Context: an optimization exercise on an open-source flow, tuned for small area and a short achievable clock period. The choices shown serve that exercise and are no tape-out recipe.
Where RTL was checked, it was by simulation tests only, not by an equivalence proof against the original.

Setup of try-onyx:
## DCT
module DCT #(parameter horizontal = 1) (
  input wire CLK, input wire RST, input wire i_stb,
  input wire [7:0] i_D0, i_D1, i_D2, i_D3, i_D4, i_D5, i_D6, i_D7,
  output wire o_stb,
  output wire signed [15:0] o_D0, o_D1, o_D2, o_D3, o_D4, o_D5, o_D6, o_D7
);
Size in the first run: roughly 2,900 cells after synthesis, ~590 flip-flops, ~200 I/O pins.
export LEC_CHECK = 0
export ABC_CLOCK_PERIOD_IN_PS = 3000
export CAP_MARGIN = 20
export CORE_MARGIN = 2
export CORE_UTILIZATION = 40
export CTS_CLUSTER_DIAMETER = 90
export CTS_CLUSTER_SIZE = 24
export GPL_ROUTABILITY_DRIVEN = 0
export PLACE_DENSITY = 0.6
export SETUP_SLACK_MARGIN = 5
export SLEW_MARGIN = 20
export SYNTH_HIERARCHICAL = 1
export SYNTH_MINIMUM_KEEP_SIZE = 0
create_clock -name core_clock -period 8.0 [get_ports {CLK}]
standard.sh (not shown) runs the stock make flow with config.mk's settings and CLKGATE_MAP_FILE= SYNTH_SCRIPT=/design/flow/synth_recipe.tcl, a recipe that flattens the netlist after the stock synthesis.
==> flow/flow/run.sh <==
#!/bin/bash
# Own layout flow: the standard layout (standard.sh, standard synthesis unchanged),
# with a tighter setup-repair target and plain buffers on the ports.
# Knobs are set in flow/knobs.txt (one make assignment per line).
set -euo pipefail
here=$(pwd)
python3 - "$here" <<'PY'
import sys, shlex
here = sys.argv[1]
s = open(here + '/standard.sh').read()
knobs = [l.strip() for l in open(here + '/flow/knobs.txt') if l.strip() and not l.startswith('#')]
extra = ' '.join(shlex.quote(k) for k in knobs)
s = s.replace('"${@:-finish}"', extra + ' "${@:-finish}"')
open(here + '/standard_own.sh', 'w').write(s)
PY
bash standard_own.sh > "$here/flow_make.log" 2>&1
==> flow/flow/knobs.txt <==
SETUP_SLACK_MARGIN=5.25
BUFFER_PORTS_ARGS=-buffer_cell sky130_fd_sc_hd__buf_1
### try-onyx -> try-tundra
Settings: changing CORE_UTILIZATION from 40 to 60; changing PLACE_DENSITY from 0.6 to 0.72; removing GPL_ROUTABILITY_DRIVEN (formerly 0).
==> flow/flow/knobs.txt <==
SETUP_SLACK_MARGIN=5.3
BUFFER_PORTS_ARGS=-buffer_cell sky130_fd_sc_hd__buf_1
==> comparison <==
Against try-onyx, wire length in try-tundra came out better. Row total of fill cells in the finished design: try-tundra lower / try-onyx higher. | global-route wire length before repair | try-tundra vs try-onyx | better |. Going from try-onyx to try-tundra, the proportion of cell area spent on the clock network was found to have gone down by 0.57 points. try-tundra: final instance area higher than try-onyx. Looking at the reports, try-tundra completed the entire flow and the layout it produced met the timing, DRC and antenna checks.

Another version of the RTL of DCT (not shown whole).
For scale: about 200 I/O pins, ~0.036 mm2 of cells after synthesis.
==> flow/config.mk <==
export PLATFORM = sky130hd
export DESIGN_NAME = DCT
export DESIGN_NICKNAME = DCT
export VERILOG_FILES = /design/flow/design.v
export SDC_FILE = /design/flow/constraint.sdc
export NUM_CORES = 4
export LEC_CHECK = 0
export ABC_CLOCK_PERIOD_IN_PS = 3000
export CAP_MARGIN = 20
export CORE_MARGIN = 2
export CORE_UTILIZATION = 40
export PLACE_DENSITY = 0.6
export SETUP_SLACK_MARGIN = 5
export SLEW_MARGIN = 20
export SYNTH_HIERARCHICAL = 1
export SYNTH_MINIMUM_KEEP_SIZE = 0
==> flow/constraint.sdc <==
create_clock -name core_clock -period 8.0 [get_ports {CLK}]
set_input_delay 1.6000 -clock core_clock [delete_from_list [all_inputs] [get_ports {CLK}]]
set_output_delay 1.6000 -clock core_clock [all_outputs]
set_load 0.01 [all_outputs]
==> flow/flow/knobs.txt <==
SETUP_SLACK_MARGIN=5.2
BUFFER_PORTS_ARGS=-buffer_cell sky130_fd_sc_hd__buf_2
Scripts as last shown in full above: flow/flow/run.sh
The first run produced a clean layout.
Then changed:
==> flow/flow/knobs.txt (replaced) <==
SETUP_SLACK_MARGIN=5.0
BUFFER_PORTS_ARGS=-buffer_cell sky130_fd_sc_hd__buf_2
Effect: Register-to-register slack gains 0.02 ns; setup slack improves by 0.020 ns; routed wire length fell slightly; final area decreases by a few percent; via count goes down slightly; die area does not change; non-clock buffer count fell by 33; worst hold slack gets worse by 0.0042 ns; core utilization decreases by 1.1 points.
No functional check of the RTL was part of any run of this note.

wip/indigo:
Starting RTL as in the previous note.
export LEC_CHECK = 0
export ABC_CLOCK_PERIOD_IN_PS = 3000
export CAP_MARGIN = 20
export CORE_MARGIN = 2
export CORE_UTILIZATION = 40
export PLACE_DENSITY = 0.6
export SETUP_SLACK_MARGIN = 5
export SLEW_MARGIN = 20
export SYNTH_HIERARCHICAL = 1
export SYNTH_MINIMUM_KEEP_SIZE = 0
create_clock -name core_clock -period 8.0 [get_ports {CLK}]
run.sh (not shown) runs the stock make flow with config.mk's settings and CLKGATE_MAP_FILE= SYNTH_SCRIPT=/design/flow/synth_recipe.tcl, a recipe that flattens the netlist after the stock synthesis.
Stock flow here: none of the scripts above is used.
wip/indigo completed every stage of the flow, and the final layout passed the timing, DRC and antenna checks.
> inputs changed (wip/indigo -> wip/raven)
# wip/indigo
export LEC_CHECK = 0
export ABC_CLOCK_PERIOD_IN_PS = 3000
export CAP_MARGIN = 20
export CORE_MARGIN = 2
export CORE_UTILIZATION = 40
export PLACE_DENSITY = 0.6
export SETUP_SLACK_MARGIN = 5
export SLEW_MARGIN = 20
export SYNTH_HIERARCHICAL = 1
export SYNTH_MINIMUM_KEEP_SIZE = 0
create_clock -name core_clock -period 8.0 [get_ports {CLK}]
# wip/raven
export LEC_CHECK = 0
export ABC_CLOCK_PERIOD_IN_PS = 1500
export CAP_MARGIN = 20
export CORE_MARGIN = 2
export CORE_UTILIZATION = 40
export PLACE_DENSITY = 0.6
export SETUP_SLACK_MARGIN = 5
export SLEW_MARGIN = 20
export SYNTH_HIERARCHICAL = 1
export SYNTH_MINIMUM_KEEP_SIZE = 0
create_clock -name core_clock -period 8.0 [get_ports {CLK}]
==> flow/flow/run.sh (new file) <==
#!/bin/bash
# Own layout flow: the standard layout (standard.sh, standard synthesis unchanged),
# with a tighter setup-repair target and plain buffers on the ports.
# Knobs are set in flow/knobs.txt (one make assignment per line).
set -euo pipefail
here=$(pwd)
python3 - "$here" <<'PY'
import sys, shlex
here = sys.argv[1]
s = open(here + '/standard.sh').read()
knobs = [l.strip() for l in open(here + '/flow/knobs.txt') if l.strip() and not l.startswith('#')]
extra = ' '.join(shlex.quote(k) for k in knobs)
s = s.replace('"${@:-finish}"', extra + ' "${@:-finish}"')
open(here + '/standard_own.sh', 'w').write(s)
PY
bash standard_own.sh > "$here/flow_make.log" 2>&1
==> flow/flow/knobs.txt (new file) <==
SETUP_SLACK_MARGIN=5.2
BUFFER_PORTS_ARGS=-buffer_cell sky130_fd_sc_hd__buf_2
==> flow/standard.sh (new file) <==
#!/bin/bash
# synth_recipe.tcl (not shown) runs the flow's synth.tcl, then flattens the netlist and writes it again
# the make line also repeats each setting of config.mk as NAME=value (left out here)
make -C /OpenROAD-flow-scripts/flow DESIGN_CONFIG=/design/flow/config.mk WORK_HOME=/design/flow/orfs CLKGATE_MAP_FILE= SYNTH_SCRIPT=/design/flow/synth_recipe.tcl "${@:-finish}"
removed: flow/run.sh
Results
wip/indigo -> wip/raven: share of the clock period used by the worst path after layout flat
Looking at critical path arrival, wip/raven sits 40 ps below wip/indigo.
In wip/raven the cell area after layout turned out about 0.5% lower than in wip/indigo.
wip/raven contains more vias than wip/indigo.
For setup slack, wip/indigo and wip/raven come out practically identical.
Here is what was changed in the inputs of wip/fjord compared with wip/raven.
# wip/raven
export LEC_CHECK = 0
export ABC_CLOCK_PERIOD_IN_PS = 1500
export CAP_MARGIN = 20
export CORE_MARGIN = 2
export CORE_UTILIZATION = 40
export PLACE_DENSITY = 0.6
export SETUP_SLACK_MARGIN = 5
export SLEW_MARGIN = 20
export SYNTH_HIERARCHICAL = 1
export SYNTH_MINIMUM_KEEP_SIZE = 0
create_clock -name core_clock -period 8.0 [get_ports {CLK}]
# wip/fjord
export LEC_CHECK = 0
export ABC_CLOCK_PERIOD_IN_PS = 3000
export CAP_MARGIN = 20
export CORE_MARGIN = 2
export CORE_UTILIZATION = 40
export CTS_BUF_LIST = sky130_fd_sc_hd__clkbuf_4 sky130_fd_sc_hd__clkbuf_8
export PLACE_DENSITY = 0.6
export SETUP_SLACK_MARGIN = 5
export SLEW_MARGIN = 20
export SYNTH_HIERARCHICAL = 1
export SYNTH_MINIMUM_KEEP_SIZE = 0
create_clock -name core_clock -period 8.0 [get_ports {CLK}]
==> flow/run.sh (new file) <==
#!/bin/bash
# synth_recipe.tcl (not shown) runs the flow's synth.tcl, then flattens the netlist and writes it again
# the make line also repeats each setting of config.mk as NAME=value (left out here)
make -C /OpenROAD-flow-scripts/flow DESIGN_CONFIG=/design/flow/config.mk WORK_HOME=/design/flow/orfs CLKGATE_MAP_FILE= SYNTH_SCRIPT=/design/flow/synth_recipe.tcl finish
removed: flow/flow/run.sh
removed: flow/flow/knobs.txt
removed: flow/standard.sh
Results
Delta(post-CTS resize count, wip/fjord - wip/raven) > 0
Between wip/raven and wip/fjord, the flow reports fmax decreasing slightly.
Delta (wip/fjord minus wip/raven): area growth from synthesis to layout grew by 0.68 points, fraction of area in clock buffers and inverters neither gained nor lost much, final area went up by 0.59%.
No functional check of the RTL was part of any run of this note.

-- port drivers added, routing unchanged --
The flow's constraints put no driver on any port. The routed layouts listed below were extracted and timed again, unchanged, in two steps.
Step 1: set_driving_cell puts a clkbuf_16 on CLK and a buf_2 on each other input, an assumption about the parent block.
Step 2 times the ports against the registers' clock, not the clock port: input delays grow and output delays shrink by t, the midpoint of the rising clock arrivals with the driver on.
Slacks: ideal / step 1 / step 2; pairs: ideal / step 1.
run | t (ns) | slack for setup (ns) | worst setup path after step 2 | slew at the worst register clock pin (ns)
try-onyx | 0.649 | 5.292 / 5.238 / 4.892 | input to register | 0.10 / 0.10
try-tundra | 0.668 | 5.291 / 5.230 / 4.780 | input to register | 0.10 / 0.10
the first run of note 2 | 0.670 | 5.008 / 5.008 / 4.436 | input to register | 0.07 / 0.07
the second run of note 2 | 0.683 | 5.028 / 5.028 / 4.394 | input to register | 0.06 / 0.06
wip/indigo | 0.685 | 5.008 / 5.008 / 4.403 | input to register | 0.07 / 0.07
wip/raven | 0.670 | 5.008 / 5.008 / 4.436 | input to register | 0.07 / 0.07
wip/fjord | 0.778 | 4.973 / 4.973 / 4.296 | input to register | 0.07 / 0.07
After both steps setup and hold are still met in every run listed. The setup slack of wip/fjord, which loses most, moves by 0.000 ns with the drivers and by -0.677 ns with both steps.
